Background: an optimization exercise with open tools, aiming at small area and a short achievable clock period. Do not read the settings as production practice. At most, simulation tests tie the RTL to the original design; equivalence was not proved. Only the layout flow was run in runs 8 to 10; the RTL was not checked for function there. Power is estimated from default activity; no workload was simulated.

$ cat flow/flow/run.sh
#!/bin/bash
# Own flow: the standard ORFS flow (standard.sh), with these changes:
#  - ports are buffered with sky130_fd_sc_hd__buf_1 (the resizer upsizes them where timing needs it)
#  - CTS uses clkbuf_4/clkbuf_8 and inserts no dummy loads
# Each step's output goes to its own log in the work folder (ORFS also keeps its logs in orfs/logs).
set -euo pipefail
export BUFFER_PORTS_ARGS="-buffer_cell sky130_fd_sc_hd__buf_1"
export CTS_ARGS="-sink_clustering_enable -repair_clock_nets -dont_use_dummy_load -buf_list {sky130_fd_sc_hd__clkbuf_4 sky130_fd_sc_hd__clkbuf_8}"
net="$PWD/orfs/results/sky130hd/folding_2/base/1_2_yosys.v"
bash standard.sh "$net" > synth.log 2>&1
n=$(grep -c 'sky130_fd_sc_hd__a22oi_2 ' "$net" || true)
sed -i 's/sky130_fd_sc_hd__a22oi_2 /sky130_fd_sc_hd__a22oi_1 /' "$net"
echo "swapped $n a22oi_2 for a22oi_1" > swap.log
bash standard.sh > standard.log 2>&1
$ cat flow/standard.sh
#!/bin/bash
# synth_recipe.tcl (not shown) runs the flow's synth.tcl, then flattens the netlist and writes it again
# the make line also repeats each setting of config.mk as NAME=value (left out here)
make -C /OpenROAD-flow-scripts/flow DESIGN_CONFIG=/design/flow/config.mk WORK_HOME=/design/flow/orfs CLKGATE_MAP_FILE= SYNTH_SCRIPT=/design/flow/synth_recipe.tcl "${@:-finish}"
$ cat flow/config.mk
export PLATFORM = sky130hd
export DESIGN_NAME = folding_2
export DESIGN_NICKNAME = folding_2
export VERILOG_FILES = /design/flow/design.v
export SDC_FILE = /design/flow/constraint.sdc
export NUM_CORES = 4
export LEC_CHECK = 0
export ABC_CLOCK_PERIOD_IN_PS = 3000
export CAP_MARGIN = 20
export CORE_MARGIN = 2
export CORE_UTILIZATION = 40
export CTS_BUF_LIST = sky130_fd_sc_hd__clkbuf_4 sky130_fd_sc_hd__clkbuf_8
export SETUP_SLACK_MARGIN = 5
export SLEW_MARGIN = 20
export SYNTH_HIERARCHICAL = 1
export SYNTH_MINIMUM_KEEP_SIZE = 0
$ cat flow/constraint.sdc
create_clock -name core_clock -period 8.0 [get_ports {clk}]
set_input_delay 1.6000 -clock core_clock [delete_from_list [all_inputs] [get_ports {clk}]]
set_output_delay 1.6000 -clock core_clock [all_outputs]
set_load 0.01 [all_outputs]
$ cat flow/design.v
module folding_2(Xn,Yn,a,b,clk,switch,rst);
input [15:0] Xn,a,b;
input clk,switch,rst;
output reg [15:0] Yn;
reg ph;                   
reg phn;                  
reg rq;                   
reg [7:0] bone, btwo, bneg;    
reg [15:0] yo;            
reg [15:0] h2, h3;        
reg [15:0] h4;            
reg [15:0] as_, ac;       
wire sh = phn | rq;       
genvar gk, gi;
wire [255:0] bpn;         
wire [15:0] cn = rst ? 16'd0 : (switch ? b : a);    
wire [16:0] ce = {cn, 1'b0};
wire [7:0] eone, etwo, eneg;
generate for (gk = 0; gk < 8; gk = gk + 1) begin : g_bo
  assign eone[gk] = ce[2*gk+1] ^ ce[2*gk];
  assign etwo[gk] = (ce[2*gk+2] & ~ce[2*gk+1] & ~ce[2*gk]) | (~ce[2*gk+2] & ce[2*gk+1] & ce[2*gk]);
  assign eneg[gk] = ce[2*gk+2];
  bpp0 q0 (yo[0], bone[gk], bneg[gk], bpn[gk*16]);
  for (gi = 1; gi < 16 - 2*gk; gi = gi + 1) begin : g_bpi
    bpp q (yo[gi], yo[gi-1], bone[gk], btwo[gk], bneg[gk], bpn[gk*16 + gi]);
  end
end endgenerate
wire [15:0] asg = as_ & {16{ph}};       
wire [15:0] acg = ac & {16{ph}};
wire [15:0] tsn, tcn, ysum;    
wire s1, k2;
wire s3, k4;
wire s5, k6;
wire s7, k8;
wire s9, k10;
wire s11, k12;
wire s13, k14;
wire s15, k16;
wire s17, k18;
wire s19, k20;
wire s21, k22;
wire s23, k24;
wire s25, k26;
wire s27, k28;
wire s29, k30;
wire s31, k32;
wire s33, k34;
wire s35, k36;
wire s37, k38;
wire s39, k40;
wire s41, k42;
wire s43, k44;
wire s45, k46;
wire s47, k48;
wire s49, k50;
wire s51, k52;
wire s53, k54;
wire s55, k56;
wire s57, k58;
wire s59, k60;
wire s61, k62;
wire s63, k64;
wire s65, k66;
wire s67, k68;
wire s69, k70;
wire s71, k72;
wire s73, k74;
wire s75, k76;
wire s77, k78;
wire s79, k80;
wire s81, k82;
wire s83, k84;
wire s85, k86;
wire s87, k88;
wire s89, k90;
wire s91, k92;
wire s93, k94;
wire s95, k96;
wire s97, k98;
wire s99, k100;
wire s101, k102;
wire s103, k104;
wire s105, k106;
wire s107, k108;
wire s109, k110;
wire s111, k112;
wire s113, k114;
wire s115, k116;
wire s117, k118;
wire s119, k120;
wire s121, k122;
wire s123, k124;
wire s125, k126;
wire s127, k128;
wire x129;
wire x130;
wire x131;
wire x132;
wire x133;
wire x134;
wire x135;
wire x136;
wire x137;
wire x138;
wire x139;
wire x140;
wire x141;
wire x142;
wire x143;
wire x144;
wire x145;
fa u0 (bneg[0], asg[0], acg[0], s1, k2);
fa u1 (asg[1], acg[1], bpn[1], s3, k4);
fa u2 (bneg[1], asg[2], acg[2], s5, k6);
fa u3 (bpn[2], bpn[16], s5, s7, k8);
fa u4 (asg[3], acg[3], bpn[3], s9, k10);
fa u5 (bpn[17], k6, s9, s11, k12);
fa u6 (bneg[2], asg[4], acg[4], s13, k14);
fa u7 (bpn[4], bpn[18], bpn[32], s15, k16);
fa u8 (s13, k10, s15, s17, k18);
fa u9 (asg[5], acg[5], bpn[5], s19, k20);
fa u10 (bpn[19], bpn[33], k14, s21, k22);
fa u11 (k16, s19, s21, s23, k24);
fa u12 (bneg[3], asg[6], acg[6], s25, k26);
fa u13 (bpn[6], bpn[20], bpn[34], s27, k28);
fa u14 (bpn[48], s25, k20, s29, k30);
fa u15 (s27, k22, s29, s31, k32);
fa u16 (asg[7], acg[7], bpn[7], s33, k34);
fa u17 (bpn[21], bpn[35], bpn[49], s35, k36);
fa u18 (k26, k28, s33, s37, k38);
fa u19 (s35, k30, s37, s39, k40);
fa u20 (bneg[4], asg[8], acg[8], s41, k42);
fa u21 (bpn[8], bpn[22], bpn[36], s43, k44);
fa u22 (bpn[50], bpn[64], s41, s45, k46);
fa u23 (k34, k36, s43, s47, k48);
fa u24 (s45, k38, s47, s49, k50);
fa u25 (asg[9], acg[9], bpn[9], s51, k52);
fa u26 (bpn[23], bpn[37], bpn[51], s53, k54);
fa u27 (bpn[65], k42, k44, s55, k56);
fa u28 (s51, s53, k46, s57, k58);
fa u29 (k48, s55, s57, s59, k60);
fa u30 (bneg[5], asg[10], acg[10], s61, k62);
fa u31 (bpn[10], bpn[24], bpn[38], s63, k64);
fa u32 (bpn[52], bpn[66], bpn[80], s65, k66);
fa u33 (s61, k52, k54, s67, k68);
fa u34 (s63, s65, k56, s69, k70);
fa u35 (s67, k58, s69, s71, k72);
fa u36 (asg[11], acg[11], bpn[11], s73, k74);
fa u37 (bpn[25], bpn[39], bpn[53], s75, k76);
fa u38 (bpn[67], bpn[81], k62, s77, k78);
fa u39 (k64, k66, s73, s79, k80);
fa u40 (s75, s77, k68, s81, k82);
fa u41 (s79, k70, s81, s83, k84);
fa u42 (bneg[6], asg[12], acg[12], s85, k86);
fa u43 (bpn[12], bpn[26], bpn[40], s87, k88);
fa u44 (bpn[54], bpn[68], bpn[82], s89, k90);
fa u45 (bpn[96], s85, k74, s91, k92);
fa u46 (k76, s87, s89, s93, k94);
fa u47 (k78, k80, s91, s95, k96);
fa u48 (s93, k82, s95, s97, k98);
fa u49 (asg[13], acg[13], bpn[13], s99, k100);
fa u50 (bpn[27], bpn[41], bpn[55], s101, k102);
fa u51 (bpn[69], bpn[83], bpn[97], s103, k104);
fa u52 (k86, k88, k90, s105, k106);
fa u53 (s99, s101, s103, s107, k108);
fa u54 (k92, k94, s105, s109, k110);
fa u55 (s107, k96, s109, s111, k112);
fa u56 (bneg[7], asg[14], acg[14], s113, k114);
fa u57 (bpn[14], bpn[28], bpn[42], s115, k116);
fa u58 (bpn[56], bpn[70], bpn[84], s117, k118);
fa u59 (bpn[98], bpn[112], s113, s119, k120);
fa u60 (k100, k102, k104, s121, k122);
fa u61 (s115, s117, s119, s123, k124);
fa u62 (k106, k108, s121, s125, k126);
fa u63 (s123, k110, s125, s127, k128);
xnr z0 (asg[15], acg[15], x129);
xnr z1 (x129, bpn[15], x130);
xnr z2 (bpn[29], bpn[43], x131);
xnr z3 (bpn[57], bpn[71], x132);
xnr z4 (bpn[85], bpn[99], x133);
xnr z5 (bpn[113], k114, x134);
xnr z6 (x130, x131, x135);
xnr z7 (x132, x133, x136);
xnr z8 (x134, k116, x137);
xnr z9 (k118, x135, x138);
xnr z10 (x136, x137, x139);
xnr z11 (k120, x138, x140);
xnr z12 (k122, x139, x141);
xnr z13 (x140, x141, x142);
xnr z14 (k124, x142, x143);
xnr z15 (k126, x143, x144);
xnr z16 (x144, k128, x145);
assign tsn = {x145, k112, k98, k84, k72, k60, k50, k40, k32, k24, k18, k12, k8, k4, k2, bpn[0]};
assign tcn = {1'b0, s127, s111, s97, s83, s71, s59, s49, s39, s31, s23, s17, s11, s7, s3, s1};
cpa u_cpa (as_, ac, h4, ysum);
always @(posedge clk) begin
  ph <= ~switch;
  phn <= switch;
  rq <= rst;
  bone <= eone;
  btwo <= etwo;
  bneg <= eneg;
  yo <= sh ? h2 : h4;
  as_ <= tsn;
  ac <= tcn;
  h4 <= phn ? h3 : Xn;
  if (sh) begin
    Yn <= (rst | rq) ? 16'd0 : ysum;
    h2 <= Yn;
    h3 <= h2;
  end
end
endmodule
module fa (a, b, c, s, co);
input a, b, c;
output s, co;
assign s = a ^ b ^ c;
assign co = (a & b) | (a & c) | (b & c);
endmodule
module xnr (an, bn, sn);
input an, bn;
output sn;
assign sn = an ^ bn;
endmodule
module bpp (y1, y0, one, two, neg, pn);
input y1, y0, one, two, neg;
output pn;
assign pn = ((y1 & one) | (y0 & two)) ^ neg;
endmodule
module bpp0 (y1, one, neg, pn);
input y1, one, neg;
output pn;
assign pn = (y1 & one) ^ neg;
endmodule
module cpa (s, c, x, y);
input [15:0] s, c, x;
output [15:0] y;
wire [15:0] rs, rc, g, p, cy;
fa v0 (s[0], c[0], x[0], rs[0], rc[0]);
fa v1 (s[1], c[1], x[1], rs[1], rc[1]);
fa v2 (s[2], c[2], x[2], rs[2], rc[2]);
fa v3 (s[3], c[3], x[3], rs[3], rc[3]);
fa v4 (s[4], c[4], x[4], rs[4], rc[4]);
fa v5 (s[5], c[5], x[5], rs[5], rc[5]);
fa v6 (s[6], c[6], x[6], rs[6], rc[6]);
fa v7 (s[7], c[7], x[7], rs[7], rc[7]);
fa v8 (s[8], c[8], x[8], rs[8], rc[8]);
fa v9 (s[9], c[9], x[9], rs[9], rc[9]);
fa v10 (s[10], c[10], x[10], rs[10], rc[10]);
fa v11 (s[11], c[11], x[11], rs[11], rc[11]);
fa v12 (s[12], c[12], x[12], rs[12], rc[12]);
fa v13 (s[13], c[13], x[13], rs[13], rc[13]);
fa v14 (s[14], c[14], x[14], rs[14], rc[14]);
fa v15 (s[15], c[15], x[15], rs[15], );
assign g = rs & {rc[14:0], 1'b0};
assign p = rs ^ {rc[14:0], 1'b0};
pfx u_pfx (g, p, cy);
assign y = p ^ cy;
endmodule
module pfx (g, p, cy);
input [15:0] g, p;
output [15:0] cy;
wire G0_1 = g[1] | (p[1] & g[0]);
wire G0_3 = g[3] | (p[3] & g[2]);
wire P0_3 = p[3] & p[2];
wire G0_5 = g[5] | (p[5] & g[4]);
wire P0_5 = p[5] & p[4];
wire G0_7 = g[7] | (p[7] & g[6]);
wire P0_7 = p[7] & p[6];
wire G0_9 = g[9] | (p[9] & g[8]);
wire P0_9 = p[9] & p[8];
wire G0_11 = g[11] | (p[11] & g[10]);
wire P0_11 = p[11] & p[10];
wire G0_13 = g[13] | (p[13] & g[12]);
wire P0_13 = p[13] & p[12];
wire G1_2 = g[2] | (p[2] & G0_1);
wire G1_3 = G0_3 | (P0_3 & G0_1);
wire G1_6 = g[6] | (p[6] & G0_5);
wire P1_6 = p[6] & P0_5;
wire G1_7 = G0_7 | (P0_7 & G0_5);
wire P1_7 = P0_7 & P0_5;
wire G1_10 = g[10] | (p[10] & G0_9);
wire P1_10 = p[10] & P0_9;
wire G1_11 = G0_11 | (P0_11 & G0_9);
wire P1_11 = P0_11 & P0_9;
wire G1_14 = g[14] | (p[14] & G0_13);
wire P1_14 = p[14] & P0_13;
wire G2_4 = g[4] | (p[4] & G1_3);
wire G2_5 = G0_5 | (P0_5 & G1_3);
wire G2_6 = G1_6 | (P1_6 & G1_3);
wire G2_7 = G1_7 | (P1_7 & G1_3);
wire G2_12 = g[12] | (p[12] & G1_11);
wire P2_12 = p[12] & P1_11;
wire G2_13 = G0_13 | (P0_13 & G1_11);
wire P2_13 = P0_13 & P1_11;
wire G2_14 = G1_14 | (P1_14 & G1_11);
wire P2_14 = P1_14 & P1_11;
wire G3_8 = g[8] | (p[8] & G2_7);
wire G3_9 = G0_9 | (P0_9 & G2_7);
wire G3_10 = G1_10 | (P1_10 & G2_7);
wire G3_11 = G1_11 | (P1_11 & G2_7);
wire G3_12 = G2_12 | (P2_12 & G2_7);
wire G3_13 = G2_13 | (P2_13 & G2_7);
wire G3_14 = G2_14 | (P2_14 & G2_7);
assign cy = {G3_14, G3_13, G3_12, G3_11, G3_10, G3_9, G3_8, G2_7, G2_6, G2_5, G2_4, G1_3, G1_2, G0_1, g[0], 1'b0};
endmodule
==> reports/metrics.csv, run 1 <==
metric,value,unit
crit_path_start_kind,register,
tightest_slew,0.794,ns
setup_tns,0,ns
h-tree-depth,4,
dieArea,0.0215,sq mm
fmax,344,MHz
cts_tree,built,
dp_hpwl,13.0,mm
startpoint,yo[4],
fp.dieH,147,microns
rsz0062_at_grt,false,
num_antenna_cells,0,
critical_path_class,register to register,
fin_crit,2.91,ns
clkLatencyLatePin,0.44,ns
final_common_cell,fa_1,
maxCapViolations,0,
ys_warn_count,7,
hold_class,register to register,
cp-end-kind,register,
routedWlPerCell,17.9,microns
cts_root_buf,clkbuf_8,
postRouteAntennaNets,0,
drv_slew,0,
r2r_cells,7,
drc,0,
final.setup_skew,0.0244,ns
gp_congestion,0.864,
r2r_slack,5.09,ns
cts_inserted_buffers,17,
grt_pass1_vias,5399,
grt_max_degree,49,
cts_hold_buf,0,
syn2layout_area_growth,9.52,%
syn-cell-area,0.00815,sq mm
setup_viol,0,
path_clk_slew,0.06,ns
vdd_drop_max,0.176,mV
portBuffers,66,
drt_iter0_markers,260,
num_io_pins,67,
cp.arrival,3.22,ns
first_pass_iters,7,
power_leakage,3.45,nW
grt_pass1_wl,28.6,mm
fill_cells,1886,
avgSynthCellArea,12.7,sq um
worstReg2RegStart,yo[4],
dieWidth,147,microns
via_per_inst,5.03,
relSlewSlack,47.1,%
core.rowCount,52,
power.density,400,mW/mm^2
fin_util,44.4,%
grt-ovfl-total,0,
crit_path_end,as_[15],
finalHoldViolations,0,
nNetsFinal,851,
r2r-end,as_[15],
wirelength,17.4,mm
drive_gt1_share,13.9,%
grt_usage,17.1,%
status,timing/DRC/antenna clean,
core_area,0.0201,sq mm
critPathMaxFanout,12,
synthCells,642,
clkSinkCount,138,
crit_required,8.32,ns
vias,4895,
clockBufferDepth,2,
start_util,40.6,%
antenna_found_initial,0,
most-common-layout-cells,"fa_1, xnor2_1, buf_1, a22oi_1, dfxtp_1",
finalCritPeriodShare,36.4,%
[flip-flops by register name (all words and copies together), names as in the netlist, 8 cells and up]
name,flops
ac,15
h4,16
h3,16
yo,16
Yn,16
bneg,8
btwo,8
bone,8
as_,16
h2,16
[through the flow]
| step | cells | power [mW] | hold WS (ns) | cell area [sq um] | worst slack (ns) |
|---|---|---|---|---|---|
| 2_1_floorplan | 644 | 2.85 | 0.422 | 8160 | 5.09 |
| 3_3_place_gp | 954 | 3.11 | 0.436 | 8580 | 4.82 |
| 3_5_place_dp | 954 | 3.19 | 0.432 | 8580 | 4.63 |
| 4_1_cts | 971 | 3.63 | 0.455 | 8860 | 5.00 |
| 5_1_grt | 973 | 3.92 | 0.466 | 8930 | 5.00 |
| 6_report | 973 | 3.57 | 0.451 | 8930 | 5.09 |
[critical path: stages (launching register included)]
cell and delay (ns):
dfxtp_4 0.45, a22oi_1 0.11, xnor2_1 0.28, fa_1 0.48, fa_1 0.42, fa_1 0.49
fa_1 0.39, xor2_1 0.17
[per-layer routing]
layer | wire length (microns) | up-vias | share of wire, % | global-route usage [%]
met1 | 7950 | 2410 | 46 | 22.9
li1 | - | 2332 | - | -
met4 | 334 | 0 | 1.9 | 6.21
met5 | 0 | - | 0 | 0
met3 | 738 | 18 | 4.2 | 3.07
met2 | 8350 | 135 | 48 | 28.1
[what timing repair did]
| action | in CTS | in global routing |
|---|---|---|
| endpoints found under the setup margin | 12 | 3 |
| pin swaps | 1 | 3 |
| setup buffers | 0 | 1 |
| resized for setup | 28 | 16 |
[worst min path at each step]
stage,startpoint,to,slack (ns),cells after the start
2_1_floorplan,h2[0],h3[0],0.42,0
3_3_place_gp,Yn[5],h2[5],0.44,0
3_5_place_dp,Yn[7],h2[7],0.43,0
4_1_cts,Yn[13],h2[13],0.46,0
5_1_grt,h2[12],h3[12],0.47,0
6_report,h2[15],h3[15],0.45,0
[area by class of cell]
cell class	instances	area (sq um)	area share (%)
clock buffers	17	234	2.62
inverters	4	15.0	0.168
multi-input cells	473	4730	52.9
flip-flops and latches	138	3320	37.1
well taps	270	338	3.78
repair buffers	71	299	3.35
[power breakdown]
group,internal (mW),switching [mW]
combinational,0.945,0.979
sequential,1.02,0.224
clock,0.187,0.219
==> run 2: changes to the inputs <==
--- a/flow/design.v
+++ b/flow/design.v
@@ -110,3 +110,2 @@
 wire x144;
-wire x145;
 fa u0 (bneg[0], asg[0], acg[0], s1, k2);
@@ -191,5 +190,4 @@
 xnr z15 (k126, x143, x144);
-xnr z16 (x144, k128, x145);
-assign tsn = {x145, k112, k98, k84, k72, k60, k50, k40, k32, k24, k18, k12, k8, k4, k2, bpn[0]};
-assign tcn = {1'b0, s127, s111, s97, s83, s71, s59, s49, s39, s31, s23, s17, s11, s7, s3, s1};
+assign tsn = {k128, k112, k98, k84, k72, k60, k50, k40, k32, k24, k18, k12, k8, k4, k2, bpn[0]};
+assign tcn = {x144, s127, s111, s97, s83, s71, s59, s49, s39, s31, s23, s17, s11, s7, s3, s1};
 cpa u_cpa (as_, ac, h4, ysum);
==> reports/metrics.csv, run 2 <==
metric,value,unit
status,timing/DRC/antenna clean,
r2r_slack,5.08,ns
power_leakage,3.42,nW
most-common-layout-cells,"fa_1, xnor2_1, dfxtp_1, buf_1, a22oi_1",
rsz0062_at_grt,true,
cp-end-kind,register,
vdd_drop_max,0.148,mV
cts_root_buf,clkbuf_8,
worstHoldEndpoint,h3[0],
nNetsFinal,847,
wirelength,17.3,mm
multi_input_area,0.00471,sq mm
grt-ovfl-total,0,
r2r_cells,6,
fmax,343,MHz
maxCapViolations,0,
path_delay_family,adder cells,
cp_common_cell,fa_1,
power.density,405,mW/mm^2
num_io_pins,67,
net-switching-power,1.45,mW
grt_usage,16.7,%
drive_gt1_share,12.9,%
cts_tree,built,
finalCritPeriodShare,36.4,%
cts_setup_buffers,0,
seqPwrFrac,35.0,%
drv_slew,0,
grt_pass1_wl,27.8,mm
h-tree-depth,4,
first_pass_iters,5,
cts_inserted_buffers,17,
slowest_delay,0.56,ns
setup_viol,0,
dieArea,0.0216,sq mm
fp.dieH,147,microns
gp_congestion,0.844,
vias,4971,
register_area,0.00331,sq mm
final_common_cell,fa_1,
num_antenna_cells,0,
synthCells,642,
worstReg2RegStart,yo[2],
routedWlPerCell,17.9,microns
crit_required,8.30,ns
worst_path_max_delay_cell,dfxtp_2,
clockBufferDepth,2,
critPathMaxFanout,14,
core.rowCount,52,
start_util,40.6,%
tightest_slew,1.00,ns
core_area,0.0201,sq mm
final.setup_skew,0.0265,ns
r2r-end,ac[14],
crit_chain,a22oi_1 > xnor2_1 > fa_1 > fa_1 > fa_1 > fa_1,
critical_path_class,register to register,
hold_start,h2[0],
whs,0.433,ns
fill_cells,1878,
portBuffers,66,
pwr-share-clk,11.4,%
antenna_found_initial,0,
postRouteAntennaNets,0,
via_per_inst,5.13,
avgSynthCellArea,12.7,sq um
setup_tns,0,ns
fin_crit,2.92,ns
worst-path-buf-inv,0,
pwr-share-comb,53.6,%
dieWidth,147,microns
internal-power,2.15,mW
grt_max_degree,49,
relSlewSlack,33.0,%
sw_frac_of_total,40.2,%
grt_pass1_vias,5301,
finalHoldViolations,0,
crit_path_start_kind,register,
path_clk_slew,0.08,ns
ys_warn_count,7,
hold_class,register to register,
hold_depth,0,
drt_iter0_markers,359,
syn2layout_area_growth,8.61,%
syn-cell-area,0.00817,sq mm
clkLatencyLatePin,0.44,ns
cp.arrival,3.22,ns
clkSinkCount,139,
dp_hpwl,12.8,mm
finalPower,3.59,mW
drc,0,
-- run 2: worst max path at each step --
stage          startpoint      to  slack (ns)  cells after the start
3_5_place_dp      bneg[0]  ac[13]        4.69                      5
2_1_floorplan     bneg[0]  ac[13]        5.01                      5
5_1_grt           bone[2]  ac[13]        5.00                      6
3_3_place_gp      bneg[0]  ac[13]        4.74                      5
4_1_cts           btwo[3]  ac[14]        5.01                      6
6_report            yo[2]  ac[14]        5.08                      6
-- run 2: per-layer routing --
| layer | wire, microns | GRT usage (%) | vias to the layer above |
|---|---|---|---|
| li1 | - | - | 2323 |
| met1 | 7810 | 22.0 | 2502 |
| met2 | 8620 | 28.3 | 133 |
| met3 | 732 | 3.39 | 13 |
| met4 | 174 | 4.56 | 0 |
| met5 | 0 | 0 | - |
-- run 2: repair_timing --
action                                  CTS  global route
hold buffers                              0             0
endpoints found under the setup margin   11             5
resized for setup                        21            11
endpoints found under the hold margin     0             0
-- run 2: final cells by class --
| class | count | area share (%) |
|---|---|---|
| Multi-Input combinational cell | 471 | 53.1 |
| Sequential cell | 139 | 37.3 |
| Tap cell | 270 | 3.81 |
| Timing Repair Buffer | 68 | 2.98 |
| Clock buffer | 17 | 2.64 |
| Inverter | 4 | 0.169 |
-- run 2: through the flow --
stage | utilization (%) | setup WS (ns) | cell area (sq um) | std cells
global placement | 42.7 | 4.74 | 8580 | 952
detailed placement | 42.7 | 4.69 | 8580 | 952
global route | 44.1 | 5.00 | 8870 | 969
CTS | 44.0 | 5.01 | 8840 | 969
floorplan | - | 5.01 | 8170 | 643
finish | 44.1 | 5.08 | 8870 | 969
-- run 2: power by group through the flow --
stage	logic (mW)	clock network (mW)	registers, mW
floorplan	1.65	0	1.18
CTS	1.96	0.429	1.26
detailed placement	1.94	0	1.26
finish	1.93	0.410	1.26
global placement	1.83	0	1.26
global route	2.18	0.451	1.29
-- run 2: worst reg2reg max path, stage by stage (launching register included) --
cell     delay (ns)
dfxtp_2        0.56
a22oi_1        0.15
xnor2_1        0.22
fa_1           0.48
fa_1           0.42
fa_1           0.53
fa_1           0.41
==> run 3: changes to the inputs <==
--- a/flow/flow/run.sh
+++ b/flow/flow/run.sh
@@ -3,2 +3,3 @@
 #  - ports are buffered with sky130_fd_sc_hd__buf_1 (the resizer upsizes them where timing needs it)
+#  - timing repair aims at 5.4 ns of setup slack
 #  - CTS uses clkbuf_4/clkbuf_8 and inserts no dummy loads
@@ -7,2 +8,3 @@
 export BUFFER_PORTS_ARGS="-buffer_cell sky130_fd_sc_hd__buf_1"
+export SETUP_SLACK_MARGIN=5.4
 export CTS_ARGS="-sink_clustering_enable -repair_clock_nets -dont_use_dummy_load -buf_list {sky130_fd_sc_hd__clkbuf_4 sky130_fd_sc_hd__clkbuf_8}"
--- a/flow/config.mk
+++ b/flow/config.mk
@@ -11,4 +11,2 @@
 export CORE_UTILIZATION = 40
-export CTS_BUF_LIST = sky130_fd_sc_hd__clkbuf_4 sky130_fd_sc_hd__clkbuf_8
-export SETUP_SLACK_MARGIN = 5
 export SLEW_MARGIN = 20
==> reports/metrics.csv, run 3 <==
metric,value,unit
drc,0,
rsz0062_at_grt,true,
grt-ovfl-total,0,
finalHoldViolations,0,
critical_path_class,register to register,
grt_pass1_vias,5733,
ys_warn_count,7,
dieWidth,147,microns
crit_path_start_kind,register,
crit_required,8.31,ns
synthCells,642,
critPathMaxFanout,8,
register_area,0.00336,sq mm
cts_inserted_buffers,17,
syn-cell-area,0.00817,sq mm
setup_tns,0,ns
grt_max_degree,49,
syn2layout_area_growth,19.6,%
first_pass_iters,6,
r2r-end,ac[13],
fp.dieH,147,microns
dieArea,0.0216,sq mm
fin_area,0.00977,sq mm
most-common-layout-cells,"xnor2_1, fa_1, dfxtp_1, buf_4, and2_1",
power_leakage,3.84,nW
core.rowCount,52,
finalCritPeriodShare,34.1,%
vias,5267,
nNetsFinal,909,
grt_usage,18.2,%
worstReg2RegStart,yo[8],
crit_path_end,ac[13],
hold_class,register to register,
drive_gt1_share,30.9,%
portBuffers,66,
path_clk_slew,0.07,ns
r2r_slack,5.28,ns
tightest_slew,0.770,ns
num_io_pins,67,
h-tree-depth,4,
drt_iter0_markers,276,
final_common_cell,xnor2_1,
fin_crit,2.72,ns
busiest_layer,met2,
power.density,409,mW/mm^2
avgSynthCellArea,12.7,sq um
cp-end-kind,register,
clkLatencyLatePin,0.45,ns
clockBufferDepth,2,
final.setup_skew,0.0252,ns
setup_ws,5.28,ns
start_util,40.6,%
cts_tree,built,
r2r_cells,6,
drv_slew,0,
via_per_inst,5.11,
gp_congestion,0.823,
wirelength,18.9,mm
maxCapViolations,0,
fill_cells,1767,
grt_pass1_wl,30.2,mm
cp.arrival,3.03,ns
postRouteAntennaNets,0,
status,timing/DRC/antenna clean,
clkSinkCount,139,
place_area,0.00870,sq mm
dp_hpwl,12.8,mm
cts_root_buf,clkbuf_8,
fmax,367,MHz
core_area,0.0201,sq mm
num_antenna_cells,0,
setup_viol,0,
relSlewSlack,48.5,%
finalPower,3.99,mW
routedWlPerCell,18.3,microns
gr-usage-met2,30.4,%
vdd_drop_max,0.151,mV
antenna_found_initial,0,
multi_input_area,0.00501,sq mm
met1_usage,23.3,%
grtUsageMet3,4.84,%
startpoint,yo[8],
dp_slack,4.82,ns
run 3: routing by layer:
metal  vias up  part of all wire [%]
li1       2458                     -
met1      2616                    43
met2       166                    49
met3        27                   5.3
met4         0                   2.4
met5         -                     0
run 3: what timing repair did:
item / 4_1_cts / 5_1_grt
hold buffers: 0 / 0
pin swaps: 33 / 18
gates resized for setup: 64 / 35
setup buffers: 46 / 14
endpoints found under the setup margin: 38 / 36
run 3: layout make-up:
type | count | area share (%)
multi-input combinational | 471 | 51.3
tap | 270 | 3.46
sequential | 139 | 34.4
inverter | 4 | 0.154
timing repair buffer | 130 | 8.28
clock buffer | 17 | 2.40
run 3: how the worst min path moves through the flow:
stage,slack (ns),cells after the start,to,from
2_1_floorplan,0.42,0,h3[0],h2[0]
3_3_place_gp,0.44,0,h2[4],Yn[4]
3_5_place_dp,0.43,0,h3[5],h2[5]
4_1_cts,0.45,0,h2[2],Yn[2]
5_1_grt,0.47,0,h2[2],Yn[2]
6_report,0.45,0,h3[4],h2[4]
run 3: where the power goes:
part / leakage (nW) / switching, mW / total, mW / internal, mW
Combinational: 2.42 / 1.12 / 2.33 / 1.21
Sequential: 1.30 / 0.220 / 1.25 / 1.03
Clock: 0.122 / 0.233 / 0.420 / 0.187
run 3: worst max-delay path, stage by stage (launching register included):
cell,delay [ns]
dfxtp_4,0.44
a22oi_2,0.11
xnor2_1,0.25
fa_2,0.51
fa_2,0.36
fa_1,0.52
fa_1,0.42
run 3: stage by stage:
stage | utilization, % | std cells | hold WS, ns
after floorplan | - | 643 | 0.422
after CTS | 47.3 | 1016 | 0.446
after detailed placement | 43.3 | 953 | 0.432
final | 48.6 | 1031 | 0.451
after global routing | 48.6 | 1031 | 0.467
after global placement | 43.3 | 953 | 0.435
==> run 4: changes to the inputs <==
--- a/flow/flow/run.sh
+++ b/flow/flow/run.sh
@@ -3,3 +3,3 @@
 #  - ports are buffered with sky130_fd_sc_hd__buf_1 (the resizer upsizes them where timing needs it)
-#  - timing repair aims at 5.4 ns of setup slack
+#  - timing repair aims at 5.3 ns of setup slack
 #  - CTS uses clkbuf_4/clkbuf_8 and inserts no dummy loads
@@ -8,3 +8,3 @@
 export BUFFER_PORTS_ARGS="-buffer_cell sky130_fd_sc_hd__buf_1"
-export SETUP_SLACK_MARGIN=5.4
+export SETUP_SLACK_MARGIN=5.3
 export CTS_ARGS="-sink_clustering_enable -repair_clock_nets -dont_use_dummy_load -buf_list {sky130_fd_sc_hd__clkbuf_4 sky130_fd_sc_hd__clkbuf_8}"
==> reports/metrics.csv, run 4 <==
metric,value,unit
status,timing/DRC/antenna clean,
fin_crit,2.72,ns
portBuffers,66,
instances_no_fill,1015,
drive_gt1_share,25.8,%
syn-cell-area,0.00817,sq mm
cp-end-kind,register,
finalCritPeriodShare,34.0,%
cts_inserted_buffers,17,
gp_congestion,0.819,
nNetsFinal,893,
setup_tns,0,ns
cts_tree,built,
drt_iter0_markers,361,
clkLatencyLatePin,0.46,ns
most-common-layout-cells,"fa_1, buf_1, xnor2_1, dfxtp_1, and2_1",
dp_hpwl,12.4,mm
grt_usage,17.7,%
ys_warn_count,7,
routedWlPerCell,18.4,microns
dieArea,0.0216,sq mm
hold_class,register to register,
grt_pass1_wl,29.4,mm
dp_slack,4.80,ns
cp.arrival,3.02,ns
critPathMaxFanout,12,
worstReg2RegStart,yo[4],
core_area,0.0201,sq mm
grt_max_degree,49,
vdd_drop_max,0.149,mV
h-tree-depth,4,
placedCellCount,953,
r2r-end,ac[13],
fp.dieH,147,microns
tightest_slew,1.02,ns
power.density,407,mW/mm^2
path_delay_family,adder cells,
clkSinkCount,139,
final.setup_skew,0.0292,ns
r2r_cells,6,
first_pass_iters,6,
vias,5191,
slowest_delay,0.53,ns
place_area,0.00860,sq mm
r2r_slack,5.28,ns
maxCapViolations,0,
worst_path_max_delay_cell,fa_1,
wirelength,18.7,mm
start_util,40.6,%
drv_slew,0,
postRouteAntennaNets,0,
cp.depth,6,
core.rowCount,52,
crit_path_start_kind,register,
critical_path_class,register to register,
finalPower,3.87,mW
grt-ovfl-total,0,
power_leakage,3.71,nW
worst-path-buf-inv,0,
via_per_inst,5.11,
cts_root_buf,clkbuf_8,
path_clk_slew,0.08,ns
drc,0,
crit_chain,a22oi_2 > xnor2_2 > fa_2 > fa_2 > fa_1 > fa_1,
dieWidth,147,microns
rsz0062_at_grt,true,
antenna_found_initial,0,
crit_required,8.31,ns
synthCells,642,
syn2layout_area_growth,16.4,%
setup_ws,5.28,ns
setup_viol,0,
cts_hold_buf,0,
num_io_pins,67,
clockBufferDepth,2,
fin_area,0.00951,sq mm
startpoint,yo[4],
finalHoldViolations,0,
num_antenna_cells,0,
avgSynthCellArea,12.7,sq um
relSlewSlack,32.1,%
crit_path_end,ac[13],
grt_pass1_vias,5524,
fmax,368,MHz
-- run 4: timing repair --
item                                    in CTS  in global routing
hold endpoints to repair                     0                  0
pin swaps                                   12                 34
buffers inserted                            22                 23
endpoints found under the setup margin      20                 16
gates resized for setup                     56                 42
-- run 4: where the power goes --
group	total [mW]	leakage [nW]	internal, mW	switching (mW)
Sequential	1.24	1.30	1.03	0.219
Combinational	2.21	2.29	1.11	1.10
Clock	0.421	0.122	0.187	0.234
-- run 4: layout make-up --
cell class	instances	area (sq um)
Clock buffer	17	234
Fill cell	1822	10600
Inverter	4	15.0
Multi-Input combinational cell	471	4950
Sequential cell	139	3370
Tap cell	270	338
Timing Repair Buffer	114	604
-- run 4: worst min path at each step --
| stage | from | end | slack (ns) | depth (start not counted) |
|---|---|---|---|---|
| 2_1_floorplan | h2[0] | h3[0] | 0.42 | 0 |
| 3_5_place_dp | Yn[11] | h2[11] | 0.44 | 0 |
| 5_1_grt | Yn[4] | h2[4] | 0.45 | 0 |
| 3_3_place_gp | h2[1] | h3[1] | 0.44 | 0 |
| 6_report | Yn[4] | h2[4] | 0.44 | 0 |
| 4_1_cts | Yn[4] | h2[4] | 0.44 | 0 |
-- run 4: layer usage --
layer	up-vias	part of all wire [%]	track usage (%)	wire length [microns]
met5	-	0	0	0
met4	0	1.8	5.58	344
met3	22	5.9	4.44	1100
met2	167	47	27.8	8820
met1	2583	45	24.2	8390
li1	2419	-	-	-
-- run 4: stage by stage --
stage	utilization, %	hold slack, ns
5_1_grt	47.3	0.447
6_report	47.3	0.438
4_1_cts	45.6	0.443
3_5_place_dp	42.8	0.439
3_3_place_gp	42.8	0.435
2_1_floorplan	-	0.422
-- run 4: worst reg2reg max path, delay by kind of cell, from the launching register on --
kind / cells / cell delay, ns
flops: 1 / 0.41
fa+ha+maj: 4 / 1.81
compound gates: 1 / 0.23
xor+xnor: 1 / 0.15
==> run 5: changes to the inputs <==
--- a/flow/flow/run.sh
+++ b/flow/flow/run.sh
@@ -3,3 +3,3 @@
 #  - ports are buffered with sky130_fd_sc_hd__buf_1 (the resizer upsizes them where timing needs it)
-#  - timing repair aims at 5.3 ns of setup slack
+#  - timing repair aims at 5.1 ns of setup slack
 #  - CTS uses clkbuf_4/clkbuf_8 and inserts no dummy loads
@@ -8,3 +8,3 @@
 export BUFFER_PORTS_ARGS="-buffer_cell sky130_fd_sc_hd__buf_1"
-export SETUP_SLACK_MARGIN=5.3
+export SETUP_SLACK_MARGIN=5.1
 export CTS_ARGS="-sink_clustering_enable -repair_clock_nets -dont_use_dummy_load -buf_list {sky130_fd_sc_hd__clkbuf_4 sky130_fd_sc_hd__clkbuf_8}"
==> reports/metrics.csv, run 5 <==
metric,value,unit
cts_tree,built,
gp_congestion,0.840,
grt_usage,16.9,%
net-switching-power,1.46,mW
drive_gt1_share,14.5,%
clkLatencyLatePin,0.45,ns
cts_root_buf,clkbuf_8,
maxCapViolations,0,
power.density,405,mW/mm^2
finalHoldViolations,0,
met1_usage,22.4,%
fin_crit,2.85,ns
path_clk_slew,0.08,ns
syn-cell-area,0.00817,sq mm
fmax,351,MHz
core_area,0.0201,sq mm
start_util,40.6,%
grt_pass1_vias,5437,
gr-usage-met2,28.0,%
sw_frac_of_total,40.3,%
hold_depth,0,
first_pass_iters,5,
dieArea,0.0216,sq mm
crit_path_start_kind,register,
cp_common_cell,fa_1,
antenna_found_initial,1,
cp-end-kind,register,
finalCritPeriodShare,35.6,%
grt_max_degree,49,
clkSinkCount,139,
grt-ovfl-total,0,
routedWlPerCell,17.8,microns
status,timing/DRC/antenna clean,
dp_hpwl,12.7,mm
r2r_cells,6,
clockBufferDepth,2,
tightest_slew,0.861,ns
num_io_pins,67,
slowest_delay,0.53,ns
internal-power,2.17,mW
cts_inserted_buffers,17,
cp.arrival,3.17,ns
relSlewSlack,42.6,%
most-common-layout-cells,"fa_1, xnor2_1, buf_1, dfxtp_1, a22oi_1",
drt_iter0_markers,284,
avgSynthCellArea,12.7,sq um
setup_viol,0,
final_common_cell,fa_1,
worst_path_max_delay_cell,fa_1,
busiest_layer,met2,
critPathMaxFanout,11,
vias,5017,
drc,0,
num_antenna_cells,0,
pwr-share-comb,54.2,%
nNetsFinal,851,
ys_warn_count,7,
rsz0062_at_grt,true,
finalPower,3.63,mW
dp_slack,4.79,ns
dieWidth,147,microns
syn2layout_area_growth,9.97,%
power_leakage,3.46,nW
via_per_inst,5.16,
vdd_drop_max,0.160,mV
pwr-share-clk,11.3,%
setup_ws,5.15,ns
h-tree-depth,4,
postRouteAntennaNets,0,
crit_required,8.31,ns
synthCells,642,
grtUsageMet3,3.54,%
setup_tns,0,ns
hold_class,register to register,
wirelength,17.3,mm
fp.dieH,147,microns
critical_path_class,register to register,
drv_slew,0,
final.setup_skew,0.0247,ns
portBuffers,66,
seqPwrFrac,34.5,%
grt_pass1_wl,28.3,mm
crit_chain,a22oi_1 > xnor2_2 > fa_1 > fa_1 > fa_1 > fa_1,
core.rowCount,52,
## run 5: per-layer routing
| layer | up-vias | share of wire [%] |
|---|---|---|
| met5 | - | 0 |
| met4 | 0 | 1.7 |
| met3 | 18 | 4.1 |
| met2 | 130 | 49 |
| met1 | 2538 | 45 |
| li1 | 2331 | - |
## run 5: final cells by class
type	instances	area, sq um
clock buffer	17	234
tap	270	338
inverter	4	16.3
sequential	139	3340
multi-input combinational	471	4760
fill	1870	11100
timing repair buffer	72	294
## run 5: path summary, 6_finish.rpt
| check | end | slack (ns) | from |
|---|---|---|---|
| hold reg to reg | h2[11] | 0.45 | Yn[11] |
| setup reg to reg | ac[14] | 5.15 | yo[5] |
| setup / recovery | ac[14] | 5.15 | yo[5] |
| hold / removal | h2[11] | 0.45 | Yn[11] |
## run 5: power by group through the flow
stage               clock network (mW)  registers [mW]  logic, mW
floorplan                            0            1.18       1.65
global placement                     0            1.26       1.84
detailed placement                   0            1.26       1.92
CTS                              0.431            1.26       1.95
global route                     0.455            1.29       2.24
finish                           0.412            1.25       1.97
## run 5: critical path: cells and delay by family (launching register included)
kind	cells	cell delay [ns]
AOI/OAI and AO/OA	1	0.29
xor gates and xnor gates	1	0.13
adders and majority gates	4	1.89
DFF	1	0.40
## run 5: through the flow
stage / cells / hold slack, ns / util (%) / instance area, sq um
global placement: 954 / 0.434 / 42.8 / 8600
floorplan: 643 / 0.422 / - / 8170
CTS: 971 / 0.446 / 44.2 / 8890
finish: 973 / 0.446 / 44.7 / 8980
detailed placement: 954 / 0.434 / 42.8 / 8600
global route: 973 / 0.462 / 44.7 / 8980
## run 5: repair_timing
action,in CTS,in global routing
resized for setup,34,17
hold buffers,0,0
endpoints found under the setup margin,13,7
pin swaps,1,6
buffers inserted,0,2
==> run 6: changes to the inputs <==
--- a/flow/flow/run.sh
+++ b/flow/flow/run.sh
@@ -3,3 +3,3 @@
 #  - ports are buffered with sky130_fd_sc_hd__buf_1 (the resizer upsizes them where timing needs it)
-#  - timing repair aims at 5.1 ns of setup slack
+#  - timing repair aims at 5.2 ns of setup slack
 #  - CTS uses clkbuf_4/clkbuf_8 and inserts no dummy loads
@@ -8,3 +8,3 @@
 export BUFFER_PORTS_ARGS="-buffer_cell sky130_fd_sc_hd__buf_1"
-export SETUP_SLACK_MARGIN=5.1
+export SETUP_SLACK_MARGIN=5.2
 export CTS_ARGS="-sink_clustering_enable -repair_clock_nets -dont_use_dummy_load -buf_list {sky130_fd_sc_hd__clkbuf_4 sky130_fd_sc_hd__clkbuf_8}"
==> reports/metrics.csv, run 6 <==
metric,value,unit
dieArea,0.0216,sq mm
ys_warn_count,7,
clkSinkCount,139,
h-tree-depth,4,
r2r-end,ac[10],
r2r_cells,7,
drt_iter0_markers,376,
dieWidth,147,microns
seqPwrFrac,33.6,%
avgSynthCellArea,12.7,sq um
final.setup_skew,0.0286,ns
tightest_slew,1.08,ns
via_per_inst,5.13,
pwr-share-clk,11.1,%
crit_path_start_kind,register,
sw_frac_of_total,40.0,%
setup_ws,5.25,ns
setup_viol,0,
dp_slack,4.84,ns
num_io_pins,67,
crit_chain,buf_4 > a22oi_1 > xnor2_1 > fa_2 > fa_2 > fa_1 > fa_1,
num_antenna_cells,0,
vias,5073,
nNetsFinal,867,
path_clk_slew,0.08,ns
hold_class,register to register,
relSlewSlack,28.1,%
syn-cell-area,0.00817,sq mm
hold_depth,0,
core_area,0.0201,sq mm
drv_slew,0,
wirelength,17.7,mm
worst_path_max_delay_cell,fa_1,
portBuffers,66,
finalCritPeriodShare,34.4,%
grt_pass1_vias,5312,
hold_start,Yn[0],
final_common_cell,xnor2_1,
fin_crit,2.75,ns
clkLatencyLatePin,0.44,ns
crit_required,8.31,ns
synthCells,642,
vdd_drop_max,0.139,mV
dp_hpwl,12.7,mm
cp.arrival,3.06,ns
grt_usage,17.0,%
r2r_slack,5.25,ns
finalHoldViolations,0,
gp_congestion,0.879,
start_util,40.6,%
status,timing/DRC/antenna clean,
routedWlPerCell,17.9,microns
cts_tree,built,
critical_path_class,register to register,
pwr-share-comb,55.2,%
net-switching-power,1.49,mW
slowest_delay,0.51,ns
power.density,404,mW/mm^2
cts_inserted_buffers,17,
most-common-layout-cells,"xnor2_1, fa_1, buf_1, dfxtp_1",
grt_pass1_wl,28.1,mm
cts_root_buf,clkbuf_8,
clockBufferDepth,2,
worstReg2RegStart,yo[7],
maxCapViolations,0,
setup_tns,0,ns
power_leakage,3.53,nW
syn2layout_area_growth,13.0,%
rsz0062_at_grt,true,
core.rowCount,52,
first_pass_iters,5,
worstHoldEndpoint,h2[0],
path_delay_family,adder cells,
grt-ovfl-total,0,
postRouteAntennaNets,0,
fmax,364,MHz
drc,0,
fp.dieH,147,microns
grt_max_degree,49,
critPathMaxFanout,6,
drive_gt1_share,20.3,%
antenna_found_initial,0,
whs,0.427,ns
internal-power,2.24,mW
worst-path-buf-inv,1,
cp-end-kind,register,
[run 6: changes by cell type in the layout (fill, tap and decap cells not counted), sizes merged]
cell    change
buf        +15
clkbuf      +1
[run 6: worst reg2reg max path, stage by stage (launching register included)]
cell and delay [ns]:
dfxtp_4 0.39, buf_4 0.16, a22oi_1 0.19, xnor2_1 0.15
fa_2 0.43, fa_2 0.39, fa_1 0.51, fa_1 0.40
[run 6: area by class of cell]
cell class / count / area [sq um]
clock buffers: 17 / 234
fillers: 1851 / 10900
inverters: 4 / 16.3
multi-input cells: 471 / 4850
flip-flops and latches: 139 / 3360
well taps: 270 / 338
repair buffers: 88 / 427
[run 6: timing repair]
action / in CTS / in global routing
endpoints found under the setup margin: 14 / 10
setup buffers: 15 / 4
hold buffers: 0 / 0
hold endpoints to repair: 0 / 0
gates resized for setup: 48 / 34
pin swaps: 5 / 14
[run 6: worst max path at each step]
| stage | slack [ns] | endpoint | cells after the start | from |
|---|---|---|---|---|
| global route | 5.19 | ac[14] | 6 | btwo[1] |
| detailed placement | 4.84 | ac[14] | 5 | ph |
| global placement | 4.89 | ac[14] | 6 | yo[2] |
| floorplan | 5.21 | ac[14] | 6 | bone[1] |
| finish | 5.25 | ac[10] | 7 | yo[7] |
| CTS | 5.20 | ac[14] | 6 | yo[7] |
[run 6: through the flow]
stage / util, % / cells / power, mW / cell area, sq um
detailed placement: 42.7 / 953 / 3.17 / 8590
finish: 45.9 / 989 / 3.73 / 9230
CTS: 45.0 / 985 / 3.67 / 9040
global route: 45.9 / 989 / 4.09 / 9230
global placement: 42.7 / 953 / 3.09 / 8590
floorplan: - / 643 / 2.83 / 8180
[run 6: per-layer routing]
layer | track usage, % | wire, microns | up-vias
met5 | 0 | 0 | -
met1 | 22.5 | 8020 | 2505
li1 | - | - | 2372
met2 | 27.1 | 8400 | 167
met4 | 5.58 | 383 | 0
met3 | 4.57 | 927 | 29
[run 6: power groups by stage]
stage               Combinational, mW  Sequential, mW  Clock (mW)
global route                     2.34            1.28       0.463
CTS                              1.99            1.25       0.429
global placement                 1.82            1.26           0
detailed placement               1.91            1.26           0
floorplan                        1.65            1.18           0
finish                           2.06            1.25       0.415
==> run 7: changes to the inputs <==
--- a/flow/config.mk
+++ b/flow/config.mk
@@ -8,6 +8,6 @@
 export ABC_CLOCK_PERIOD_IN_PS = 3000
-export CAP_MARGIN = 20
+export CAP_MARGIN = 5
 export CORE_MARGIN = 2
 export CORE_UTILIZATION = 40
-export SLEW_MARGIN = 20
+export SLEW_MARGIN = 5
 export SYNTH_HIERARCHICAL = 1
==> reports/metrics.csv, run 7 <==
metric,value,unit
status,timing/DRC/antenna clean,
cp-end-kind,register,
cts_inserted_buffers,17,
grt_pass1_vias,5312,
crit_chain,a22oi_2 > xnor2_2 > fa_1 > fa_2 > fa_1 > fa_1,
start_util,40.6,%
path_delay_family,adder cells,
fp.dieH,147,microns
dp_hpwl,12.7,mm
avgSynthCellArea,12.7,sq um
place_area,0.00859,sq mm
nNetsFinal,867,
postRouteAntennaNets,0,
whs,0.432,ns
synthCells,642,
maxCapViolations,0,
routedWlPerCell,17.9,microns
tightest_slew,1.08,ns
crit_path_end,ac[14],
drc,0,
hold_depth,0,
syn2layout_area_growth,13.0,%
cts_hold_buf,0,
power.density,404,mW/mm^2
dieArea,0.0216,sq mm
setup_tns,0,ns
grt_usage,17.0,%
final.setup_skew,0.0274,ns
grt_pass1_wl,28.1,mm
cts_tree,built,
ys_warn_count,7,
hold_class,register to register,
fill_cells,1850,
internal-power,2.24,mW
worst-path-buf-inv,0,
crit_path_start_kind,register,
critPathMaxFanout,11,
instances_no_fill,989,
net-switching-power,1.49,mW
most-common-layout-cells,"xnor2_1, fa_1, buf_1, dfxtp_1",
fin_crit,2.74,ns
first_pass_iters,5,
final_common_cell,xnor2_1,
core_area,0.0201,sq mm
placedCellCount,953,
num_io_pins,67,
fin_area,0.00923,sq mm
finalCritPeriodShare,34.2,%
h-tree-depth,4,
r2r_cells,6,
pwr-share-comb,55.3,%
cp_common_cell,fa_1,
cts_root_buf,clkbuf_8,
via_per_inst,5.11,
worstReg2RegStart,yo[5],
drive_gt1_share,20.3,%
worst_path_max_delay_cell,fa_1,
vdd_drop_max,0.139,mV
clockBufferDepth,2,
gp_congestion,0.879,
r2r-end,ac[14],
vias,5054,
r2r_slack,5.26,ns
startpoint,yo[5],
cp.arrival,3.05,ns
drt_iter0_markers,387,
path_clk_slew,0.08,ns
antenna_found_initial,0,
drv_slew,0,
grt_max_degree,49,
critical_path_class,register to register,
rsz0062_at_grt,true,
fmax,365,MHz
wirelength,17.7,mm
grt-ovfl-total,0,
sw_frac_of_total,40.0,%
seqPwrFrac,33.6,%
clkLatencyLatePin,0.44,ns
core.rowCount,52,
pwr-share-clk,11.1,%
power_leakage,3.53,nW
dieWidth,147,microns
num_antenna_cells,0,
slowest_delay,0.52,ns
relSlewSlack,28.1,%
finalHoldViolations,0,
crit_required,8.31,ns
portBuffers,66,
cp.depth,6,
setup_viol,0,
clkSinkCount,139,
syn-cell-area,0.00817,sq mm
[run 7: changes by cell type in the layout (fill, tap and decap cells not counted), sizes merged]
cell / change
clkinv: -1
inv: +1
[run 7: worst min path at each step]
| stage | startpoint | to | slack, ns |
|---|---|---|---|
| global route | Yn[0] | h2[0] | 0.45 |
| CTS | Yn[0] | h2[0] | 0.44 |
| global placement | h2[4] | h3[4] | 0.44 |
| floorplan | h2[0] | h3[0] | 0.42 |
| detailed placement | Yn[3] | h2[3] | 0.44 |
| finish | Yn[0] | h2[0] | 0.43 |
[run 7: what timing repair did]
item	4_1_cts	5_1_grt
resized for setup	48	34
endpoints found under the setup margin	14	10
cloned	0	0
hold endpoints to repair	0	0
buffers inserted	15	4
pin swaps	5	14
[run 7: layout make-up]
type                            instances  area, sq um  area share [%]
Multi-Input combinational cell        471         4850            52.6
Sequential cell                       139         3360            36.5
Timing Repair Buffer                   88          427            4.62
Tap cell                              270          338            3.66
Clock buffer                           17          234            2.54
Inverter                                4         15.0           0.163
[run 7: power groups by stage]
stage | sequential [mW] | combinational [mW] | clock, mW
after global routing | 1.28 | 2.34 | 0.463
final | 1.25 | 2.06 | 0.414
after global placement | 1.26 | 1.82 | 0
after floorplan | 1.18 | 1.65 | 0
after CTS | 1.25 | 1.99 | 0.429
after detailed placement | 1.26 | 1.91 | 0
[run 7: metrics by stage]
step                      setup WS (ns)  power (mW)  util (%)
after floorplan                    5.21        2.83         -
after global placement             4.89        3.09      42.7
after detailed placement           4.84        3.17      42.7
after CTS                          5.20        3.67      45.0
after global routing               5.19        4.09      45.9
final                              5.26        3.73      45.9
[run 7: layer usage]
metal / track usage (%) / wire length, microns / vias up
met1: 22.5 / 7980 / 2505
met5: 0 / 0 / -
met3: 4.57 / 908 / 28
li1: - / - / 2369
met2: 27.1 / 8420 / 152
met4: 5.58 / 378 / 0
==> run 8: changes to the inputs <==
--- a/flow/design.v
+++ b/flow/design.v
@@ -15,3 +15,3 @@
 wire [255:0] bpn;         
-wire [15:0] cn = rst ? 16'd0 : (switch ? b : a);    
+wire [15:0] cn = rst ? 16'd0 : (ph ? b : a);    
 wire [16:0] ce = {cn, 1'b0};
--- a/flow/config.mk
+++ b/flow/config.mk
@@ -8,6 +8,6 @@
 export ABC_CLOCK_PERIOD_IN_PS = 3000
-export CAP_MARGIN = 5
+export CAP_MARGIN = 20
 export CORE_MARGIN = 2
 export CORE_UTILIZATION = 40
-export SLEW_MARGIN = 5
+export SLEW_MARGIN = 20
 export SYNTH_HIERARCHICAL = 1
==> reports/metrics.csv, run 8 <==
metric,value,unit
synthCells,642,
drt_iter0_markers,289,
h-tree-depth,4,
critical_path_class,register to register,
routedWlPerCell,18.2,microns
internal-power,2.26,mW
portBuffers,66,
worst-path-buf-inv,0,
crit_required,8.30,ns
cts_hold_buf,0,
core_area,0.0201,sq mm
slowest_delay,0.54,ns
cp_common_cell,fa_1,
syn2layout_area_growth,14.5,%
avgSynthCellArea,12.7,sq um
drv_slew,0,
grt_pass1_wl,28.4,mm
maxCapViolations,0,
fin_util,46.4,%
vias,5137,
tightest_slew,0.967,ns
grt_usage,17.1,%
net-switching-power,1.50,mW
rsz0062_at_grt,true,
register_area,0.00336,sq mm
path_clk_slew,0.08,ns
core.rowCount,52,
grt_pass1_vias,5444,
worstReg2RegStart,yo[5],
num_io_pins,67,
fmax,360,MHz
status,timing/DRC/antenna clean,
most-common-layout-cells,"fa_1, xnor2_1, buf_1, dfxtp_1, a22oi_1",
final_common_cell,fa_1,
multi_input_area,0.00483,sq mm
fin_crit,2.78,ns
drc,0,
wirelength,18.2,mm
place_area,0.00857,sq mm
placedCellCount,951,
vdd_drop_max,0.241,mV
cts_inserted_buffers,17,
fin_area,0.00933,sq mm
gp_congestion,0.878,
cts_tree,built,
nNetsFinal,878,
cp.arrival,3.08,ns
grt_max_degree,49,
setup_tns,0,ns
hold_class,register to register,
clkLatencyLatePin,0.45,ns
relSlewSlack,35.5,%
startpoint,yo[5],
cts_root_buf,clkbuf_8,
fill_cells,1831,
syn-cell-area,0.00815,sq mm
start_util,40.5,%
power.density,403,mW/mm^2
sw_frac_of_total,39.8,%
via_per_inst,5.14,
dieArea,0.0215,sq mm
critPathMaxFanout,11,
cp-end-kind,register,
first_pass_iters,4,
postRouteAntennaNets,0,
clkSinkCount,139,
ys_warn_count,7,
dp_hpwl,12.4,mm
antenna_found_initial,0,
worst_path_max_delay_cell,fa_1,
path_delay_family,adder cells,
crit_path_start_kind,register,
finalHoldViolations,0,
setup_viol,0,
pwr-share-clk,10.8,%
clockBufferDepth,2,
dieWidth,147,microns
fp.dieH,147,microns
crit_chain,a22oi_1 > xnor2_1 > fa_1 > fa_2 > fa_1 > fa_1,
seqPwrFrac,33.3,%
num_antenna_cells,0,
power_leakage,3.61,nW
drive_gt1_share,20.1,%
pwr-share-comb,55.9,%
hold_start,h2[12],
finalCritPeriodShare,34.7,%
grt-ovfl-total,0,
instances_no_fill,1000,
final.setup_skew,0.0211,ns
[run 8: through the flow]
stage | power [mW] | worst slack, ns | hold WS (ns)
finish | 3.76 | 5.22 | 0.436
global route | 4.14 | 5.12 | 0.438
CTS | 3.65 | 5.20 | 0.433
detailed placement | 3.18 | 4.54 | 0.434
global placement | 3.09 | 4.65 | 0.435
floorplan | 2.84 | 5.18 | 0.422
[run 8: repair_timing]
| item | CTS | global route |
|---|---|---|
| endpoints found under the setup margin | 35 | 14 |
| gates resized for setup | 42 | 36 |
| setup buffers | 5 | 26 |
| pin swaps | 2 | 17 |
[run 8: power groups by stage]
stage | logic, mW | clock network, mW | registers [mW]
floorplan | 1.65 | 0 | 1.18
global placement | 1.82 | 0 | 1.27
detailed placement | 1.91 | 0 | 1.26
CTS | 1.97 | 0.422 | 1.26
global route | 2.41 | 0.451 | 1.29
finish | 2.10 | 0.408 | 1.25
[run 8: layout make-up]
class                           count  share of cell area [%]
Sequential cell                   139                    36.0
Inverter                            4                   0.161
Timing Repair Buffer               99                    6.03
Clock buffer                       17                    2.51
Tap cell                          270                    3.62
Multi-Input combinational cell    471                    51.7
[run 8: path summary, 6_finish.rpt]
check	to	slack (ns)	cells past startpoint
max	ac[14]	5.22	6
min	h3[12]	0.44	0
max reg2reg	ac[14]	5.22	6
min reg2reg	h3[12]	0.44	0
[run 8: worst reg2reg max path, delay by kind of cell, from the launching register on]
kind | cells | cell delay (ns)
AOI/OAI and AO/OA | 1 | 0.25
adders and majority gates | 4 | 1.83
DFF | 1 | 0.40
xor gates and xnor gates | 1 | 0.15
[run 8: per-layer routing]
metal	GRT usage, %	up-vias	routed length [microns]
met5	0	-	0
li1	-	2390	-
met1	22.6	2593	8000
met3	3.85	19	878
met2	28.1	135	9030
met4	5.63	0	329
==> run 9: changes to the inputs <==
--- a/flow/config.mk
+++ b/flow/config.mk
@@ -7,3 +7,3 @@
 export LEC_CHECK = 0
-export ABC_CLOCK_PERIOD_IN_PS = 3000
+export ABC_CLOCK_PERIOD_IN_PS = 2500
 export CAP_MARGIN = 20
==> reports/metrics.csv, run 9 <==
metric,value,unit
ys_warn_count,7,
final.setup_skew,0.0211,ns
finalCritPeriodShare,34.7,%
grt-ovfl-total,0,
critical_path_class,register to register,
syn-cell-area,0.00815,sq mm
routedWlPerCell,18.2,microns
relSlewSlack,35.5,%
instances_no_fill,1000,
grt_max_degree,49,
fmax,360,MHz
r2r_slack,5.22,ns
grtUsageMet3,3.85,%
first_pass_iters,4,
crit_required,8.30,ns
wirelength,18.2,mm
final_common_cell,fa_1,
dieWidth,147,microns
core_area,0.0201,sq mm
vdd_drop_max,0.241,mV
drive_gt1_share,20.1,%
setup_tns,0,ns
portBuffers,66,
drt_iter0_markers,289,
cp.arrival,3.08,ns
maxCapViolations,0,
clkSinkCount,139,
fp.dieH,147,microns
syn2layout_area_growth,14.5,%
hold_class,register to register,
avgSynthCellArea,12.7,sq um
met1_usage,22.6,%
via_per_inst,5.14,
drv_slew,0,
most-common-layout-cells,"fa_1, xnor2_1, buf_1, dfxtp_1, a22oi_1",
setup_ws,5.22,ns
gp_congestion,0.878,
gr-usage-met2,28.1,%
h-tree-depth,4,
finalPower,3.76,mW
clockBufferDepth,2,
core.rowCount,52,
fin_util,46.4,%
nNetsFinal,878,
num_antenna_cells,0,
finalHoldViolations,0,
antenna_found_initial,0,
grt_pass1_vias,5444,
dp_hpwl,12.4,mm
fill_cells,1831,
cp-end-kind,register,
fin_crit,2.78,ns
drc,0,
synthCells,642,
num_io_pins,67,
crit_path_start_kind,register,
vias,5137,
path_clk_slew,0.08,ns
postRouteAntennaNets,0,
dp_slack,4.54,ns
cts_hold_buf,0,
rsz0062_at_grt,true,
placedCellCount,951,
cts_tree,built,
tightest_slew,0.967,ns
power.density,403,mW/mm^2
critPathMaxFanout,11,
power_leakage,3.61,nW
cts_inserted_buffers,17,
grt_pass1_wl,28.4,mm
cts_root_buf,clkbuf_8,
dieArea,0.0215,sq mm
status,timing/DRC/antenna clean,
busiest_layer,met2,
setup_viol,0,
grt_usage,17.1,%
clkLatencyLatePin,0.45,ns
start_util,40.5,%
[run 9: final cells by class]
| class | count | area (sq um) | share of cell area, % |
|---|---|---|---|
| clock buffer | 17 | 234 | 2.51 |
| sequential | 139 | 3360 | 36.0 |
| multi-input combinational | 471 | 4830 | 51.7 |
| inverter | 4 | 15.0 | 0.161 |
| tap | 270 | 338 | 3.62 |
| timing repair buffer | 99 | 563 | 6.03 |
[run 9: critical path: stages, from the launching register on]
cell	delay [ns]
dfxtp_4	0.40
a22oi_1	0.24
xnor2_1	0.15
fa_1	0.54
fa_2	0.36
fa_1	0.52
fa_1	0.41
[run 9: final timing paths]
kind,startpoint,to,depth (start not counted)
setup / recovery,yo[5],ac[14],6
hold / removal,h2[12],h3[12],0
setup reg to reg,yo[5],ac[14],6
hold reg to reg,h2[12],h3[12],0
[run 9: layer usage]
layer  part of all wire, %  wire, microns
met1                    44           8000
met2                    50           9030
met3                   4.8            878
met4                   1.8            329
met5                     0              0
[run 9: power by group]
| group | internal, mW | total [mW] | switching, mW |
|---|---|---|---|
| logic | 1.05 | 2.10 | 1.05 |
| clock network | 0.187 | 0.408 | 0.221 |
| registers | 1.03 | 1.25 | 0.226 |
| total | 2.26 | 3.76 | 1.50 |
[run 9: timing repair]
| item | in CTS | in global routing |
|---|---|---|
| setup endpoints to repair | 35 | 14 |
| buffers inserted | 5 | 26 |
| pin swaps | 2 | 17 |
| resized for setup | 42 | 36 |
[run 9: per-stage QoR]
step	hold slack [ns]	instance area [sq um]
floorplan	0.422	8190
global placement	0.435	8570
detailed placement	0.434	8570
CTS	0.433	8940
global route	0.438	9330
finish	0.436	9330
==> run 10: changes to the inputs <==
--- a/flow/flow/run.sh
+++ b/flow/flow/run.sh
@@ -3,3 +3,3 @@
 #  - ports are buffered with sky130_fd_sc_hd__buf_1 (the resizer upsizes them where timing needs it)
-#  - timing repair aims at 5.2 ns of setup slack
+#  - timing repair aims at 5.25 ns of setup slack
 #  - CTS uses clkbuf_4/clkbuf_8 and inserts no dummy loads
@@ -8,3 +8,3 @@
 export BUFFER_PORTS_ARGS="-buffer_cell sky130_fd_sc_hd__buf_1"
-export SETUP_SLACK_MARGIN=5.2
+export SETUP_SLACK_MARGIN=5.25
 export CTS_ARGS="-sink_clustering_enable -repair_clock_nets -dont_use_dummy_load -buf_list {sky130_fd_sc_hd__clkbuf_4 sky130_fd_sc_hd__clkbuf_8}"
--- a/flow/config.mk
+++ b/flow/config.mk
@@ -7,3 +7,3 @@
 export LEC_CHECK = 0
-export ABC_CLOCK_PERIOD_IN_PS = 2500
+export ABC_CLOCK_PERIOD_IN_PS = 3000
 export CAP_MARGIN = 20
==> reports/metrics.csv, run 10 <==
metric,value,unit
critPathMaxFanout,15,
cts_root_buf,clkbuf_8,
setup_tns,0,ns
grt_pass1_wl,28.2,mm
tightest_slew,1.02,ns
fmax,360,MHz
synthCells,642,
setup_viol,0,
core_area,0.0201,sq mm
grt_usage,16.8,%
placedCellCount,951,
cts_inserted_buffers,17,
critical_path_class,register to register,
crit_required,8.31,ns
h-tree-depth,4,
dp_hpwl,12.1,mm
wirelength,17.7,mm
startpoint,yo[1],
relSlewSlack,31.7,%
syn2layout_area_growth,13.3,%
dieWidth,147,microns
worstReg2RegStart,yo[1],
cts_tree,built,
finalHoldViolations,0,
vdd_drop_max,0.277,mV
antenna_found_initial,0,
rsz0062_at_grt,true,
cts_hold_buf,0,
clkSinkCount,139,
first_pass_iters,5,
cp.arrival,3.09,ns
gp_congestion,0.879,
portBuffers,66,
postRouteAntennaNets,0,
drive_gt1_share,19.2,%
fin_area,0.00924,sq mm
fp.dieH,147,microns
clockBufferDepth,2,
whs,0.437,ns
drv_slew,0,
ys_warn_count,7,
instances_no_fill,990,
num_antenna_cells,0,
nNetsFinal,868,
most-common-layout-cells,"fa_1, xnor2_1, buf_1, dfxtp_1, a22oi_1",
power.density,407,mW/mm^2
drt_iter0_markers,268,
core.rowCount,52,
crit_path_start_kind,register,
dieArea,0.0215,sq mm
grt-ovfl-total,0,
routedWlPerCell,17.9,microns
hold_start,Yn[5],
maxCapViolations,0,
drc,0,
grt_pass1_vias,5363,
grt_max_degree,49,
cp-end-kind,register,
syn-cell-area,0.00815,sq mm
place_area,0.00857,sq mm
status,timing/DRC/antenna clean,
vias,5100,
hold_class,register to register,
final.setup_skew,0.0349,ns
power_leakage,3.55,nW
final_common_cell,fa_1,
clkLatencyLatePin,0.46,ns
num_io_pins,67,
finalCritPeriodShare,34.8,%
avgSynthCellArea,12.7,sq um
via_per_inst,5.15,
fin_crit,2.78,ns
path_clk_slew,0.07,ns
start_util,40.5,%
run 10: routing by layer:
| layer | wire length (microns) | GRT usage (%) | share of wire [%] | up-vias |
|---|---|---|---|---|
| met5 | 0 | 0 | 0 | - |
| met4 | 237 | 4.27 | 1.3 | 0 |
| met3 | 781 | 3.82 | 4.4 | 19 |
| met2 | 8790 | 28.2 | 50 | 112 |
| met1 | 7930 | 22.3 | 45 | 2599 |
| li1 | - | - | - | 2370 |
run 10: path summary, 6_finish.rpt:
path / endpoint / slack, ns / cells past startpoint
worst max-delay path: ac[14] / 5.22 / 6
worst min-delay path: h2[5] / 0.44 / 0
worst max register to register: ac[14] / 5.22 / 6
worst min register to register: h2[5] / 0.44 / 0
run 10: power breakdown:
part,internal [mW],total [mW],switching [mW]
Sequential,1.03,1.26,0.229
Clock,0.186,0.405,0.219
Combinational,1.05,2.10,1.05
Total,2.26,3.76,1.49
run 10: area by class of cell:
| class | count | area (sq um) |
|---|---|---|
| fillers | 1815 | 10900 |
| multi-input cells | 471 | 4840 |
| flip-flops and latches | 139 | 3360 |
| repair buffers | 89 | 458 |
| well taps | 270 | 338 |
| clock buffers | 17 | 234 |
| inverters | 4 | 15.0 |
run 10: worst max-delay path, stage by stage, from the launching register on:
cell and delay [ns]:
dfxtp_4 0.42, a22oi_1 0.25, xnor2_1 0.17, fa_1 0.49
fa_2 0.36, fa_1 0.54, fa_1 0.42
run 10: metrics by stage:
step	total power, mW	setup slack [ns]	utilization, %
floorplan	2.84	5.18	-
global placement	3.10	4.65	42.6
detailed placement	3.18	4.57	42.6
CTS	3.66	5.21	44.8
global route	4.11	5.18	45.9
finish	3.76	5.22	45.9
run 10: repair_timing:
action                                  in CTS  in global routing
pin swaps                                    2                 20
endpoints found under the setup margin      35                 26
gates resized for setup                     47                 31
buffers inserted                             9                 13

[port drivers added, routing unchanged]
Ports are ideal in the flow. The routed layouts listed here were re-timed in OpenROAD.
Step 1 assumes that a clkbuf_16 drives the clock port and a buf_2 every other input.
Step 2 also shifts input and output timing later by t, the mid clock arrival at the registers, as if the neighbouring blocks saw the same clock.
Three values: ideal ports, drivers, drivers and shift; two values: the first two.
run | t (ns) | setup WS [ns] | clock arrival spread, ns | pins driven straight from the clock port
run 1 | 0.471 | 5.092 / 5.092 / 4.853 | 0.028 / 0.028 | 1
run 2 | 0.469 | 5.084 / 5.084 / 4.875 | 0.027 / 0.027 | 1
run 3 | 0.472 | 5.276 / 5.276 / 5.039 | 0.026 / 0.026 | 1
run 4 | 0.485 | 5.284 / 5.284 / 4.946 | 0.030 / 0.029 | 1
run 5 | 0.471 | 5.149 / 5.149 / 4.876 | 0.025 / 0.026 | 1
run 6 | 0.472 | 5.250 / 5.250 / 4.853 | 0.031 / 0.031 | 1
run 7 | 0.474 | 5.262 / 5.262 / 4.854 | 0.032 / 0.032 | 1
run 8 | 0.474 | 5.224 / 5.224 / 4.902 | 0.026 / 0.026 | 1
run 9 | 0.474 | 5.224 / 5.224 / 4.902 | 0.026 / 0.026 | 1
run 10 | 0.478 | 5.219 / 5.219 / 4.928 | 0.035 / 0.035 | 1
After both steps setup and hold are still met in every run listed. For run 7, which loses most, drivers alone change the setup slack by 0.000 ns; drivers and shift together by -0.408 ns.
